Background: an optimization exercise with open tools, aiming at small area, a short achievable clock period and few clock cycles. Do not read the settings as production practice.
The RTL was checked by simulation tests, not by an equivalence proof against the original design.
No activity file was given, so power comes from the tool's default toggle rates.

==> 12-01 <==
==> flow/design.v <==
module mips_file (
	input clock,
	input [4:0] rd, input [31:0] D,
	input [4:0] rs, rt, output reg [31:0] S, T
);
	wire [32*32-1:0] R;
	assign R[31:0] = 32'b0;
	genvar i;
	generate
		for (i = 1; i < 32; i = i + 1) begin : g
			reg [31:0] r;
			always @(posedge clock)
				if (rd == i)  r <= D;
			assign R[i*32 +: 32] = r;
		end
	endgenerate
	integer k;
	always @(*) begin
		S = 32'b0;
		T = 32'b0;
		for (k = 1; k < 32; k = k + 1) begin
			S = S | ({32 {rs == k}} & R[k*32 +: 32]);
			T = T | ({32 {rt == k}} & R[k*32 +: 32]);
		end
	end
endmodule
module mips_core (
	input clock, input reset,
	output reg [4:0] wd, output [31:0] WD,		 
	output [4:0] rs, rt, input [31:0] GS, GT,	 
	output [31:0] PC, input [31:0] op,		 
	output [31:0] DA,				 
	output [3:0] we, output [31:0] DO,		 
	output re, input [31:0] DI			 
);
	wire [5:0] C  = op[31:26];
	wire [4:0] rd = op[15:11];
	wire [4:0] sa = op[10:6];
	wire [5:0] F  = op[5:0];
	assign rs = op[25:21];
	assign rt = op[20:16];
	wire special = C == 6'b000000;
	wire regimm  = C == 6'b000001;
	wire jump    = C[5:1] == 5'b00001;		 
	wire cond    = C[5:2] == 4'b0001;		 
	wire addi    = C[5:2] == 4'b0010;		 
	wire logi    = C[5:2] == 4'b0011;		 
	wire load    = C[5:3] == 3'b100;
	wire store   = C[5:3] == 3'b101;
	wire shift   = special & F[5:3] == 3'b000;
	wire jr      = special & F[5:3] == 3'b001;	 
	wire add     = special & F[5:4] == 2'b10 & !F[2];
	wire log     = special & F[5:2] == 4'b1001;
	wire lr = jr & F[0];				 
	wire la = jump & C[0];				 
	wire bl = regimm & rt[4];			 
	wire [4:0] dst = (shift | add | log | lr) ? rd :
			 (addi | logi | load)     ? rt :
			 (la | bl)                ? 5'd31 : 5'd0;
	reg  [4:0]  ed;				 
	reg         ev;				 
	wire [31:0] ER;				 
	wire fs = ev & (rs == ed);
	wire ft = ev & (rt == ed);
	wire [31:0] S = fs ? ER : GS;
	wire [31:0] T = ft ? ER : GT;
	wire useT = special | cond | regimm | store;
	wire [31:0] imm = jump ? {6'b0, op[25:0]} :
			  (logi & C[1:0] == 2'b11) ? {op[15:0], 16'b0} :
			  logi ? {16'b0, op[15:0]} :
			  {{16 {op[15]}}, op[15:0]};
	reg [31:0] A, B;			 
	reg [15:0] I;				 
	reg [4:0]  SA;				 
	reg x_sum, x_slt, x_sub, x_uns;		 
	reg x_and, x_or, x_xor, x_nor, x_lui;	 
	reg x_sh, x_left, x_arith;		 
	reg x_link;				 
	reg x_load, x_store, x_se;		 
	reg [3:0] x_mask;
	reg x_br, x_j, x_jr;			 
	reg [2:0] x_bf;
	wire [1:0] LF = log ? F[1:0] : C[1:0];
	always @(posedge clock) begin
		A  <= S;
		B  <= useT ? T : imm;
		I  <= op[15:0];
		SA <= F[2] ? S[4:0] : sa;
		ed <= dst;
		ev <= !reset & dst != 5'd0;
		x_sum   <= (add & !F[3]) | (addi & !C[1]);
		x_slt   <= (add &  F[3]) | (addi &  C[1]);
		x_sub   <= add ? F[1] : C[1];
		x_uns   <= add ? F[0] : C[0];
		x_and   <= (log | logi) & LF == 2'b00;
		x_or    <= (log | logi) & LF == 2'b01;
		x_xor   <= (log | logi) & LF == 2'b10;
		x_nor   <=  log         & LF == 2'b11;
		x_lui   <=        logi  & LF == 2'b11;
		x_sh    <= shift;
		x_left  <= !F[1];
		x_arith <= F[1] & F[0];
		x_link  <= lr | la | bl;
		x_load  <= !reset & load;
		x_store <= !reset & store;
		x_se    <= C[2:1] == 2'b00;
		x_mask  <= C[1] ? 4'b1111 : C[0] ? 4'b0011 : 4'b0001;
		x_br    <= !reset & (regimm | cond);
		x_j     <= !reset & jump;
		x_jr    <= !reset & jr;
		x_bf    <= {C[2], C[2] == C[1], C[2] ? C[0] : rt[0]};
	end
	wire [32:0] s = {1'b0, A} + {1'b0, x_sub ? ~B : B} + x_sub;
	wire lt = x_uns ? !s[32] : (A[31] != B[31]) ? A[31] : s[31];
	wire [31:0] lo = ({32 {x_and}} & (A & B)) |
			 ({32 {x_or }} & (A | B)) |
			 ({32 {x_xor}} & (A ^ B)) |
			 ({32 {x_nor}} & ~(A | B)) |
			 ({32 {x_lui}} & B);
	function [31:0] rev (input [31:0] x);
		integer i;
		for (i = 0; i < 32; i = i + 1)
			rev[i] = x[31 - i];
	endfunction
	wire [31:0] sx = x_left ? rev(B) : B;
	wire [63:0] sw = {{32 {x_arith & B[31]}}, sx} >> SA;
	wire [31:0] sr = x_left ? rev(sw[31:0]) : sw[31:0];
	reg  [31:2] pc;
	wire [31:2] pc4 = pc + 1;
	assign ER = ({32 {x_sum}} & s[31:0]) |
		    {31'b0, x_slt & lt} |
		    lo |
		    ({32 {x_sh}} & sr) |
		    ({32 {x_link}} & {pc4, 2'b00});
	wire [31:0] ea = A + {{16 {I[15]}}, I};
	wire [1:0]  ba = ea[1:0];
	assign DA = {ea[31:2], 2'b00};
	assign re = x_load;
	assign we = x_store ? x_mask << ba : 4'b0;
	assign DO = {x_mask[2] ? B[31:24] : x_mask[1] ? B[15:8] : B[7:0],
		     x_mask[2] ? B[23:16] : B[7:0],
		     x_mask[1] ? B[15: 8] : B[7:0],
		     B[7:0]};
	wire [15:0] dh = ba[1] ? DI[31:16] : DI[15:0];
	wire [7:0]  db = ba[0] ? dh[15:8]  : dh[7:0];
	wire        sb = x_se & (x_mask[1] ? dh[15] : db[7]);
	wire [31:0] LD = {x_mask[2] ? DI[31:16] : {16 {sb}},
			  x_mask[1] ? dh[15:8]  : { 8 {sb}},
			  db};
	assign WD = x_load ? LD : ER;
	always @(*)
		wd = ed;
	wire eq = A == B;
	wire taken = x_br & (((x_bf[2] & eq) | (x_bf[1] & A[31])) ^ x_bf[0]);
	wire [31:2] bt = pc + {{14 {I[15]}}, I};
	always @(posedge clock)
		pc <= reset ? 30'b0 :
		      x_jr  ? A[31:2] :
		      x_j   ? {pc[31:28], B[25:0]} :
		      taken ? bt : pc4;
	assign PC = {pc, 2'b00};
endmodule
module mips_cpu (
	input clock, input reset,
	output [31:0] PC, input [31:0] op,		 
	output [31:0] DA,				 
	output [3:0] we, output [31:0] DO,		 
	output re, input [31:0] DI			 
);
	wire [4:0] rd, rs, rt;
	wire [31:0] GD, GS, GT;
	mips_file F (clock, rd, GD, rs, rt, GS, GT);
	mips_core C (clock, reset, rd, GD, rs, rt, GS, GT, PC, op,
		     DA, we, DO, re, DI);
endmodule
==> flow/run.sh <==
#!/bin/bash
# synth_recipe.tcl (not shown) runs the flow's synth.tcl, then flattens the netlist and writes it again
# the make line also repeats each setting of config.mk as NAME=value (left out here)
make -C /OpenROAD-flow-scripts/flow DESIGN_CONFIG=/design/flow/config.mk WORK_HOME=/design/flow/orfs CLKGATE_MAP_FILE= SYNTH_SCRIPT=/design/flow/synth_recipe.tcl finish
==> flow/config.mk <==
export PLATFORM = sky130hd
export DESIGN_NAME = mips_cpu
export DESIGN_NICKNAME = mips_cpu
export VERILOG_FILES = /design/flow/design.v
export SDC_FILE = /design/flow/constraint.sdc
export NUM_CORES = 4
export LEC_CHECK = 0
export CAP_MARGIN = 20
export CORE_MARGIN = 2
export CORE_UTILIZATION = 40
export SLEW_MARGIN = 20
==> flow/constraint.sdc <==
create_clock -name core_clock -period 6.0 [get_ports {clock}]
set_input_delay 1.2000 -clock core_clock [delete_from_list [all_inputs] [get_ports {clock}]]
set_output_delay 1.2000 -clock core_clock [all_outputs]
set_load 0.01 [all_outputs]
==> 06-21 (differences from 12-01) <==
==> flow/design.v, changed modules only <==
module mips_core (
	input clock, input reset,
	output reg [4:0] wd, output [31:0] WD,		 
	output [4:0] rs, rt, input [31:0] GS, GT,	 
	output [31:0] PC, input [31:0] op,		 
	output [31:0] DA,				 
	output [3:0] we, output [31:0] DO,		 
	output re, input [31:0] DI			 
);
	wire [5:0] C  = op[31:26];
	wire [4:0] rd = op[15:11];
	wire [4:0] sa = op[10:6];
	wire [5:0] F  = op[5:0];
	assign rs = op[25:21];
	assign rt = op[20:16];
	wire special = C == 6'b000000;
	wire regimm  = C == 6'b000001;
	wire jump    = C[5:1] == 5'b00001;		 
	wire cond    = C[5:2] == 4'b0001;		 
	wire addi    = C[5:2] == 4'b0010;		 
	wire logi    = C[5:2] == 4'b0011;		 
	wire load    = C[5:3] == 3'b100;
	wire store   = C[5:3] == 3'b101;
	wire shift   = special & F[5:3] == 3'b000;
	wire jr      = special & F[5:3] == 3'b001;	 
	wire add     = special & F[5:4] == 2'b10 & !F[2];
	wire log     = special & F[5:2] == 4'b1001;
	wire lr = jr & F[0];				 
	wire la = jump & C[0];				 
	wire bl = regimm & rt[4];			 
	wire [4:0] dst = (shift | add | log | lr) ? rd :
			 (addi | logi | load)     ? rt :
			 (la | bl)                ? 5'd31 : 5'd0;
	reg  [4:0]  ed, md;			 
	reg         ev, mv;			 
	wire [31:0] ER, MR;			 
	wire fse = ev & (rs == ed), fsm = mv & (rs == md);
	wire fte = ev & (rt == ed), ftm = mv & (rt == md);
	wire [31:0] S = fse ? ER : fsm ? MR : GS;
	wire [31:0] T = fte ? ER : ftm ? MR : GT;
	wire useT = special | cond | regimm | store;
	wire [31:0] imm = jump ? {6'b0, op[25:0]} :
			  (logi & C[1:0] == 2'b11) ? {op[15:0], 16'b0} :
			  logi ? {16'b0, op[15:0]} :
			  {{16 {op[15]}}, op[15:0]};
	reg [31:0] A, B;			 
	reg [15:0] I;				 
	reg [4:0]  SA;				 
	reg x_sum, x_slt, x_sub, x_uns;		 
	reg x_and, x_or, x_xor, x_nor, x_lui;	 
	reg x_shl, x_shr, x_arith;		 
	reg x_link;				 
	reg x_load, x_store, x_se;		 
	reg [3:0] x_mask;
	reg x_br, x_j, x_jr;			 
	reg [2:0] x_bf;
	wire [1:0] LF = log ? F[1:0] : C[1:0];
	always @(posedge clock) begin
		A  <= S;
		B  <= useT ? T : imm;
		I  <= op[15:0];
		SA <= F[2] ? S[4:0] : sa;
		ed <= dst;
		ev <= !reset & dst != 5'd0;
		x_sum   <= (add & !F[3]) | (addi & !C[1]);
		x_slt   <= (add &  F[3]) | (addi &  C[1]);
		x_sub   <= add ? F[1] : C[1];
		x_uns   <= add ? F[0] : C[0];
		x_and   <= (log | logi) & LF == 2'b00;
		x_or    <= (log | logi) & LF == 2'b01;
		x_xor   <= (log | logi) & LF == 2'b10;
		x_nor   <=  log         & LF == 2'b11;
		x_lui   <=        logi  & LF == 2'b11;
		x_shl   <= shift & !F[1];
		x_shr   <= shift &  F[1];
		x_arith <= shift & F[1] & F[0];
		x_link  <= lr | la | bl;
		x_load  <= !reset & load;
		x_store <= !reset & store;
		x_se    <= C[2:1] == 2'b00;
		x_mask  <= C[1] ? 4'b1111 : C[0] ? 4'b0011 : 4'b0001;
		x_br    <= !reset & (regimm | cond);
		x_j     <= !reset & jump;
		x_jr    <= !reset & jr;
		x_bf    <= {C[2], C[2] == C[1], C[2] ? C[0] : rt[0]};
	end
	function [32:0] add32 (input [31:0] a, b, input c);
		reg [32:0] g, p, t;
		integer i, d;
		begin
			g = {a & b, c};
			p = {a ^ b, 1'b0};
			t = p;
			for (d = 1; d < 33; d = d * 2) begin
				for (i = 32; i >= d; i = i - 1) begin
					g[i] = g[i] | (p[i] & g[i - d]);
					p[i] = p[i] & p[i - d];
				end
			end
			add32 = {g[32], t[32:1] ^ g[31:0]};
		end
	endfunction
	wire [32:0] s = add32(A, x_sub ? ~B : B, x_sub);
	wire lt = x_uns ? !s[32] : (A[31] != B[31]) ? A[31] : s[31];
	wire [31:0] lo = ({32 {x_and}} & (A & B)) |
			 ({32 {x_or }} & (A | B)) |
			 ({32 {x_xor}} & (A ^ B)) |
			 ({32 {x_nor}} & ~(A | B)) |
			 ({32 {x_lui}} & B);
	function [31:0] bshift (input [31:0] x, input [4:0] n,
			       input l, r, f);
		reg [31:0] v, y;
		integer i, k;
		begin
			v = x;
			for (k = 0; k < 5; k = k + 1) begin
				for (i = 0; i < 32; i = i + 1)
					y[i] = (n[k] & l & (i >= (1 << k) ? v[i - (1 << k)] : 1'b0)) |
					       (n[k] & (k == 0 ? r : !l) &
						(i + (1 << k) < 32 ? v[i + (1 << k)] : f)) |
					       (!n[k] & (k == 0 ? l | r : 1'b1) & v[i]);
				v = y;
			end
			bshift = v;
		end
	endfunction
	wire [31:0] sr = bshift(B, SA, x_shl, x_shr, x_arith & B[31]);
	reg  [31:2] pc;
	wire [31:2] pc4 = pc + 1;
	assign ER = ({32 {x_sum}} & s[31:0]) |
		    {31'b0, x_slt & lt} |
		    lo |
		    sr |
		    ({32 {x_link}} & {pc4, 2'b00});
	wire [32:0] eas = add32(A, {{16 {I[15]}}, I}, 1'b0);
	wire [31:0] ea = eas[31:0];
	wire [31:0] SD = {x_mask[2] ? B[31:24] : x_mask[1] ? B[15:8] : B[7:0],
			  x_mask[2] ? B[23:16] : B[7:0],
			  x_mask[1] ? B[15: 8] : B[7:0],
			  B[7:0]};
	reg [31:0] MA, M;			 
	reg [3:0]  m_we;
	reg        m_load, m_se;
	reg [2:1]  m_mask;
	always @(posedge clock) begin
		MA     <= ea;
		M      <= x_store ? SD : ER;	 
		m_we   <= x_store ? x_mask << ea[1:0] : 4'b0;
		m_load <= x_load;
		m_se   <= x_se;
		m_mask <= x_mask[2:1];
		md <= ed;
		mv <= ev;
	end
	wire [1:0] ba = MA[1:0];
	assign DA = {MA[31:2], 2'b00};
	assign re = m_load;
	assign we = m_we;
	assign DO = M;
	wire [15:0] dh = ba[1] ? DI[31:16] : DI[15:0];
	wire [7:0]  db = ba[0] ? dh[15:8]  : dh[7:0];
	wire        sb = m_se & (m_mask[1] ? dh[15] : db[7]);
	wire [31:0] LD = {m_mask[2] ? DI[31:16] : {16 {sb}},
			  m_mask[1] ? dh[15:8]  : { 8 {sb}},
			  db};
	assign MR = m_load ? LD : M;
	assign WD = MR;
	always @(*)
		wd = md;
	wire eq = A == B;
	wire taken = x_br & (((x_bf[2] & eq) | (x_bf[1] & A[31])) ^ x_bf[0]);
	wire [31:2] bt = pc + {{14 {I[15]}}, I};
	always @(posedge clock)
		pc <= reset ? 30'b0 :
		      x_jr  ? A[31:2] :
		      x_j   ? {pc[31:28], B[25:0]} :
		      taken ? bt : pc4;
	assign PC = {pc, 2'b00};
endmodule
- SETUP_SLACK_MARGIN: not set -> 3
==> 09-25 (differences from 12-01) <==
==> flow/design.v, changed modules only <==
module mips_core (
	input clock, input reset,
	output reg [4:0] wd, output [31:0] WD,		 
	output [4:0] rs, rt, input [31:0] GS, GT,	 
	output [31:0] PC, input [31:0] op,		 
	output [31:0] DA,				 
	output [3:0] we, output [31:0] DO,		 
	output re, input [31:0] DI			 
);
	wire [5:0] C  = op[31:26];
	wire [4:0] rd = op[15:11];
	wire [4:0] sa = op[10:6];
	wire [5:0] F  = op[5:0];
	assign rs = op[25:21];
	assign rt = op[20:16];
	wire special = C == 6'b000000;
	wire regimm  = C == 6'b000001;
	wire jump    = C[5:1] == 5'b00001;		 
	wire cond    = C[5:2] == 4'b0001;		 
	wire addi    = C[5:2] == 4'b0010;		 
	wire logi    = C[5:2] == 4'b0011;		 
	wire load    = C[5:3] == 3'b100;
	wire store   = C[5:3] == 3'b101;
	wire shift   = special & F[5:3] == 3'b000;
	wire jr      = special & F[5:3] == 3'b001;	 
	wire add     = special & F[5:4] == 2'b10 & !F[2];
	wire log     = special & F[5:2] == 4'b1001;
	wire lr = jr & F[0];				 
	wire la = jump & C[0];				 
	wire bl = regimm & rt[4];			 
	wire [4:0] dst = (shift | add | log | lr) ? rd :
			 (addi | logi | load)     ? rt :
			 (la | bl)                ? 5'd31 : 5'd0;
	reg  [4:0]  ed, md;			 
	reg         ev, mv;			 
	wire [31:0] ER, MR;			 
	wire fse = ev & (rs == ed), fsm = mv & (rs == md);
	wire fte = ev & (rt == ed), ftm = mv & (rt == md);
	wire [31:0] S = fse ? ER : fsm ? MR : GS;
	wire [31:0] T = fte ? ER : ftm ? MR : GT;
	wire useT = special | cond | regimm | store;
	wire [31:0] imm = jump ? {6'b0, op[25:0]} :
			  (logi & C[1:0] == 2'b11) ? {op[15:0], 16'b0} :
			  logi ? {16'b0, op[15:0]} :
			  {{16 {op[15]}}, op[15:0]};
	reg [31:0] A, B;			 
	reg [15:0] I;				 
	reg [4:0]  SA;				 
	reg x_sum, x_slt, x_sub, x_uns;		 
	reg x_and, x_or, x_xor, x_nor, x_lui;	 
	reg x_sh, x_left, x_arith;		 
	reg x_link;				 
	reg x_load, x_store, x_se;		 
	reg [3:0] x_mask;
	reg x_br, x_j, x_jr;			 
	reg [2:0] x_bf;
	wire [1:0] LF = log ? F[1:0] : C[1:0];
	always @(posedge clock) begin
		A  <= S;
		B  <= useT ? T : imm;
		I  <= op[15:0];
		SA <= F[2] ? S[4:0] : sa;
		ed <= dst;
		ev <= !reset & dst != 5'd0;
		x_sum   <= (add & !F[3]) | (addi & !C[1]);
		x_slt   <= (add &  F[3]) | (addi &  C[1]);
		x_sub   <= add ? F[1] : C[1];
		x_uns   <= add ? F[0] : C[0];
		x_and   <= (log | logi) & LF == 2'b00;
		x_or    <= (log | logi) & LF == 2'b01;
		x_xor   <= (log | logi) & LF == 2'b10;
		x_nor   <=  log         & LF == 2'b11;
		x_lui   <=        logi  & LF == 2'b11;
		x_sh    <= shift;
		x_left  <= !F[1];
		x_arith <= F[1] & F[0];
		x_link  <= lr | la | bl;
		x_load  <= !reset & load;
		x_store <= !reset & store;
		x_se    <= C[2:1] == 2'b00;
		x_mask  <= C[1] ? 4'b1111 : C[0] ? 4'b0011 : 4'b0001;
		x_br    <= !reset & (regimm | cond);
		x_j     <= !reset & jump;
		x_jr    <= !reset & jr;
		x_bf    <= {C[2], C[2] == C[1], C[2] ? C[0] : rt[0]};
	end
	wire [32:0] s = {1'b0, A} + {1'b0, x_sub ? ~B : B} + x_sub;
	wire lt = x_uns ? !s[32] : (A[31] != B[31]) ? A[31] : s[31];
	wire [31:0] lo = ({32 {x_and}} & (A & B)) |
			 ({32 {x_or }} & (A | B)) |
			 ({32 {x_xor}} & (A ^ B)) |
			 ({32 {x_nor}} & ~(A | B)) |
			 ({32 {x_lui}} & B);
	function [31:0] rev (input [31:0] x);
		integer i;
		for (i = 0; i < 32; i = i + 1)
			rev[i] = x[31 - i];
	endfunction
	wire [31:0] sx = x_left ? rev(B) : B;
	wire [63:0] sw = {{32 {x_arith & B[31]}}, sx} >> SA;
	wire [31:0] sr = x_left ? rev(sw[31:0]) : sw[31:0];
	reg  [31:2] pc;
	wire [31:2] pc4 = pc + 1;
	assign ER = ({32 {x_sum}} & s[31:0]) |
		    {31'b0, x_slt & lt} |
		    lo |
		    ({32 {x_sh}} & sr) |
		    ({32 {x_link}} & {pc4, 2'b00});
	wire [31:0] ea = A + {{16 {I[15]}}, I};
	wire [31:0] SD = {x_mask[2] ? B[31:24] : x_mask[1] ? B[15:8] : B[7:0],
			  x_mask[2] ? B[23:16] : B[7:0],
			  x_mask[1] ? B[15: 8] : B[7:0],
			  B[7:0]};
	reg [31:0] MA, M;			 
	reg [3:0]  m_we;
	reg        m_load, m_se;
	reg [2:1]  m_mask;
	always @(posedge clock) begin
		MA     <= ea;
		M      <= x_store ? SD : ER;	 
		m_we   <= x_store ? x_mask << ea[1:0] : 4'b0;
		m_load <= x_load;
		m_se   <= x_se;
		m_mask <= x_mask[2:1];
		md <= ed;
		mv <= ev;
	end
	wire [1:0] ba = MA[1:0];
	assign DA = {MA[31:2], 2'b00};
	assign re = m_load;
	assign we = m_we;
	assign DO = M;
	wire [15:0] dh = ba[1] ? DI[31:16] : DI[15:0];
	wire [7:0]  db = ba[0] ? dh[15:8]  : dh[7:0];
	wire        sb = m_se & (m_mask[1] ? dh[15] : db[7]);
	wire [31:0] LD = {m_mask[2] ? DI[31:16] : {16 {sb}},
			  m_mask[1] ? dh[15:8]  : { 8 {sb}},
			  db};
	assign MR = m_load ? LD : M;
	assign WD = MR;
	always @(*)
		wd = md;
	wire eq = A == B;
	wire taken = x_br & (((x_bf[2] & eq) | (x_bf[1] & A[31])) ^ x_bf[0]);
	wire [31:2] bt = pc + {{14 {I[15]}}, I};
	always @(posedge clock)
		pc <= reset ? 30'b0 :
		      x_jr  ? A[31:2] :
		      x_j   ? {pc[31:28], B[25:0]} :
		      taken ? bt : pc4;
	assign PC = {pc, 2'b00};
endmodule
==> 03-09 (differences from 12-01) <==
==> flow/design.v, changed modules only <==
module mips_core (
	input clock, input reset,
	output reg [4:0] wd, output [31:0] WD,		 
	output [4:0] rs, rt, input [31:0] GS, GT,	 
	output [31:0] PC, input [31:0] op,		 
	output [31:0] DA,				 
	output [3:0] we, output [31:0] DO,		 
	output re, input [31:0] DI			 
);
	wire [5:0] C  = op[31:26];
	wire [4:0] rd = op[15:11];
	wire [4:0] sa = op[10:6];
	wire [5:0] F  = op[5:0];
	assign rs = op[25:21];
	assign rt = op[20:16];
	wire special = C == 6'b000000;
	wire regimm  = C == 6'b000001;
	wire jump    = C[5:1] == 5'b00001;		 
	wire cond    = C[5:2] == 4'b0001;		 
	wire addi    = C[5:2] == 4'b0010;		 
	wire logi    = C[5:2] == 4'b0011;		 
	wire load    = C[5:3] == 3'b100;
	wire store   = C[5:3] == 3'b101;
	wire shift   = special & F[5:3] == 3'b000;
	wire jr      = special & F[5:3] == 3'b001;	 
	wire add     = special & F[5:4] == 2'b10 & !F[2];
	wire log     = special & F[5:2] == 4'b1001;
	wire lr = jr & F[0];				 
	wire la = jump & C[0];				 
	wire bl = regimm & rt[4];			 
	wire [4:0] dst = (shift | add | log | lr) ? rd :
			 (addi | logi | load)     ? rt :
			 (la | bl)                ? 5'd31 : 5'd0;
	reg  [4:0]  ed, md;			 
	reg         ev, mv;			 
	wire [31:0] ER, MR;			 
	wire fse = ev & (rs == ed), fsm = mv & (rs == md);
	wire fte = ev & (rt == ed), ftm = mv & (rt == md);
	wire [31:0] S = fse ? ER : fsm ? MR : GS;
	wire [31:0] T = fte ? ER : ftm ? MR : GT;
	wire useT = special | cond | regimm | store;
	wire [31:0] imm = jump ? {6'b0, op[25:0]} :
			  (logi & C[1:0] == 2'b11) ? {op[15:0], 16'b0} :
			  logi ? {16'b0, op[15:0]} :
			  {{16 {op[15]}}, op[15:0]};
	reg [31:0] A, B;			 
	reg [15:0] I;				 
	reg [4:0]  SA;				 
	reg x_sum, x_slt, x_sub, x_uns;		 
	reg x_and, x_or, x_xor, x_nor, x_lui;	 
	reg x_shl, x_shr, x_arith;		 
	reg x_link;				 
	reg x_load, x_store, x_se;		 
	reg [3:0] x_mask;
	reg x_br, x_j, x_jr;			 
	reg [2:0] x_bf;
	wire [1:0] LF = log ? F[1:0] : C[1:0];
	always @(posedge clock) begin
		A  <= S;
		B  <= useT ? T : imm;
		I  <= op[15:0];
		SA <= F[2] ? S[4:0] : sa;
		ed <= dst;
		ev <= !reset & dst != 5'd0;
		x_sum   <= (add & !F[3]) | (addi & !C[1]);
		x_slt   <= (add &  F[3]) | (addi &  C[1]);
		x_sub   <= add ? F[1] : C[1];
		x_uns   <= add ? F[0] : C[0];
		x_and   <= (log | logi) & LF == 2'b00;
		x_or    <= (log | logi) & LF == 2'b01;
		x_xor   <= (log | logi) & LF == 2'b10;
		x_nor   <=  log         & LF == 2'b11;
		x_lui   <=        logi  & LF == 2'b11;
		x_shl   <= shift & !F[1];
		x_shr   <= shift &  F[1];
		x_arith <= shift & F[1] & F[0];
		x_link  <= lr | la | bl;
		x_load  <= !reset & load;
		x_store <= !reset & store;
		x_se    <= C[2:1] == 2'b00;
		x_mask  <= C[1] ? 4'b1111 : C[0] ? 4'b0011 : 4'b0001;
		x_br    <= !reset & (regimm | cond);
		x_j     <= !reset & jump;
		x_jr    <= !reset & jr;
		x_bf    <= {C[2], C[2] == C[1], C[2] ? C[0] : rt[0]};
	end
	function [32:0] add32 (input [31:0] a, b, input c);
		reg [32:0] g, p, t;
		integer i, d;
		begin
			g = {a & b, c};
			p = {a ^ b, 1'b0};
			t = p;
			for (d = 1; d < 33; d = d * 2) begin
				for (i = 32; i >= d; i = i - 1) begin
					g[i] = g[i] | (p[i] & g[i - d]);
					p[i] = p[i] & p[i - d];
				end
			end
			add32 = {g[32], t[32:1] ^ g[31:0]};
		end
	endfunction
	wire [32:0] s = add32(A, x_sub ? ~B : B, x_sub);
	wire lt = x_uns ? !s[32] : (A[31] != B[31]) ? A[31] : s[31];
	wire [31:0] lo = ({32 {x_and}} & (A & B)) |
			 ({32 {x_or }} & (A | B)) |
			 ({32 {x_xor}} & (A ^ B)) |
			 ({32 {x_nor}} & ~(A | B)) |
			 ({32 {x_lui}} & B);
	function [31:0] bshift (input [31:0] x, input [4:0] n,
			       input l, r, f);
		reg [31:0] v, y;
		integer i, k;
		begin
			v = x;
			for (k = 0; k < 5; k = k + 1) begin
				for (i = 0; i < 32; i = i + 1)
					y[i] = (n[k] & l & (i >= (1 << k) ? v[i - (1 << k)] : 1'b0)) |
					       (n[k] & (k == 0 ? r : !l) &
						(i + (1 << k) < 32 ? v[i + (1 << k)] : f)) |
					       (!n[k] & (k == 0 ? l | r : 1'b1) & v[i]);
				v = y;
			end
			bshift = v;
		end
	endfunction
	wire [31:0] sr = bshift(B, SA, x_shl, x_shr, x_arith & B[31]);
	reg  [31:2] pc;
	wire [31:2] pc4 = pc + 1;
	assign ER = ({32 {x_sum}} & s[31:0]) |
		    {31'b0, x_slt & lt} |
		    lo |
		    sr |
		    ({32 {x_link}} & {pc4, 2'b00});
	wire [32:0] eas = add32(A, {{16 {I[15]}}, I}, 1'b0);
	wire [31:0] ea = eas[31:0];
	wire [31:0] SD = {x_mask[2] ? B[31:24] : x_mask[1] ? B[15:8] : B[7:0],
			  x_mask[2] ? B[23:16] : B[7:0],
			  x_mask[1] ? B[15: 8] : B[7:0],
			  B[7:0]};
	reg [31:0] MA, M;			 
	reg [3:0]  m_we;
	reg        m_load, m_se;
	reg [2:1]  m_mask;
	always @(posedge clock) begin
		MA     <= ea;
		M      <= x_store ? SD : ER;	 
		m_we   <= x_store ? x_mask << ea[1:0] : 4'b0;
		m_load <= x_load;
		m_se   <= x_se;
		m_mask <= x_mask[2:1];
		md <= ed;
		mv <= ev;
	end
	wire [1:0] ba = MA[1:0];
	assign DA = {MA[31:2], 2'b00};
	assign re = m_load;
	assign we = m_we;
	assign DO = M;
	wire [15:0] dh = ba[1] ? DI[31:16] : DI[15:0];
	wire [7:0]  db = ba[0] ? dh[15:8]  : dh[7:0];
	wire        sb = m_se & (m_mask[1] ? dh[15] : db[7]);
	wire [31:0] LD = {m_mask[2] ? DI[31:16] : {16 {sb}},
			  m_mask[1] ? dh[15:8]  : { 8 {sb}},
			  db};
	assign MR = m_load ? LD : M;
	assign WD = MR;
	always @(*)
		wd = md;
	wire eq = A == B;
	wire taken = x_br & (((x_bf[2] & eq) | (x_bf[1] & A[31])) ^ x_bf[0]);
	wire [31:2] bt = pc + {{14 {I[15]}}, I};
	always @(posedge clock)
		pc <= reset ? 30'b0 :
		      x_jr  ? A[31:2] :
		      x_j   ? {pc[31:28], B[25:0]} :
		      taken ? bt : pc4;
	assign PC = {pc, 2'b00};
endmodule
- SETUP_SLACK_MARGIN: not set -> 3.5
- TNS_END_PERCENT: not set -> 0
==> notes.md <==
Status: 12-01 no timing/DRC/antenna violations; 09-25 no timing/DRC/antenna violations; 06-21 no timing/DRC/antenna violations; 03-09 no timing/DRC/antenna violations
Depth of the worst register-to-register path: 12-01 12; 09-25 12; 06-21 12; 03-09 9
Post-Place Setup Slack: 12-01 0.8226 ns; 09-25 0.8037 ns; 06-21 0.1932 ns; 03-09 0.3160 ns
Total inserted antenna cells: 12-01 13; 09-25 16; 06-21 32; 03-09 15
Logic depth of the worst path, buffers included: 12-01 11; 09-25 12; 06-21 12; 03-09 9
Area occupied by registers: 12-01 0.03270 mm2; 09-25 0.03426 mm2; 06-21 0.03451 mm2; 03-09 0.03432 mm2
Fmax: 12-01 172.9 MHz; 09-25 207.4 MHz; 06-21 283.5 MHz; 03-09 267.4 MHz
CP Capture Point: 12-01 DA[31]; 09-25 C.B[16]$_DFF_P_; 06-21 C.B[0]$_DFF_P_; 03-09 C.SA[3]$_DFF_P_
Multi-input logic portion of the cell area: 12-01 36.71%; 09-25 35.24%; 06-21 36.37%; 03-09 35.87%
Worst Hold Endpoint: 12-01 C.pc[11]$_SDFF_PP0_; 09-25 C.m_load$_DFF_P_; 06-21 C.m_load$_DFF_P_; 03-09 C.m_load$_DFF_P_
Worst setup slack for register-to-register paths: 12-01 0.82 ns; 09-25 1.19 ns; 06-21 2.47 ns; 03-09 2.29 ns
CP bufs+invs: 12-01 1; 09-25 3; 06-21 2; 03-09 2
GRT Total Usage: 12-01 41.98%; 09-25 41.14%; 06-21 45.45%; 03-09 43.71%
Largest stage delay on the critical path: 12-01 0.75 ns; 09-25 0.89 ns; 06-21 0.51 ns; 03-09 0.71 ns
Detailed placer's ending HPWL: 12-01 214.0 mm; 09-25 208.3 mm; 06-21 218.0 mm; 03-09 223.4 mm
Netlist cell types: 12-01 95; 09-25 82; 06-21 99; 03-09 99
Logic gate share of total power: 12-01 20.3%; 09-25 18.9%; 06-21 24.2%; 03-09 20.5%
Placeable core area: 12-01 0.1475 mm2; 09-25 0.1501 mm2; 06-21 0.1540 mm2; 03-09 0.1540 mm2
Cell area after synthesis: 12-01 0.05936 mm2; 09-25 0.06060 mm2; 06-21 0.06197 mm2; 03-09 0.06197 mm2
Area of the multi-input gates: 12-01 0.02552 mm2; 09-25 0.02507 mm2; 06-21 0.02935 mm2; 03-09 0.02691 mm2
Flop+latch power: 12-01 9.20 mW; 09-25 9.93 mW; 06-21 10.4 mW; 03-09 10.4 mW
Drt first-iter violations: 12-01 11560; 09-25 11770; 06-21 13880; 03-09 12810
Power drawn by the clock network: 12-01 7.75 mW; 09-25 8.57 mW; 06-21 8.60 mW; 03-09 8.74 mW
Power density relative to cell area: 12-01 306.0 mW/mm2; 09-25 320.5 mW/mm2; 06-21 311.0 mW/mm2; 03-09 321.8 mW/mm2
Routed wire per std cell: 12-01 44.26 um; 09-25 44.12 um; 06-21 44.86 um; 03-09 44.43 um
Met2 usage in global routing: 12-01 59.82%; 09-25 58.76%; 06-21 61.13%; 03-09 60.02%
Testbench counts of 12-01, summed over its fixed seeds: cycles 48,819.
Testbench counts of 06-21, summed over its fixed seeds: cycles 48,867.
Testbench counts of 09-25, summed over its fixed seeds: cycles 48,867.
Testbench counts of 03-09, summed over its fixed seeds: cycles 48,867.

==> port drivers added, routing unchanged <==
No port has a modelled driver above. Below, the same layouts with a new extraction and two added sets of constraints. Step 1, drivers: a clkbuf_16 drives clock and a buf_2 each remaining input, both assumed. Step 2 adds t to the input delays and takes it off the output delays; t is the mean of the earliest and latest rising clock arrival at the registers after step 1. Input paths then give back, and output paths get back, about the clock's delay inside the block. a / b / c = no drivers / after step 1 / after step 2; a / b = the first two.
run	t (ns)	slack for setup (ns)	hold slack, ns	worst register clock-pin slew, ns
12-01	0.865	0.218 / 0.139 / 0.153	0.607 / 0.607 / 0.607	0.07 / 0.07
06-21	0.895	2.473 / 2.473 / 1.650	0.330 / 0.330 / 0.330	0.07 / 0.07
09-25	0.889	1.178 / 1.188 / 0.342	0.326 / 0.326 / 0.326	0.07 / 0.07
03-09	0.914	2.260 / 2.235 / 1.320	0.334 / 0.334 / 0.334	0.07 / 0.07
After both steps every run listed still meets setup and hold. The setup slack of 03-09, which loses most, moves by -0.025 ns with the drivers and by -0.940 ns with both steps.
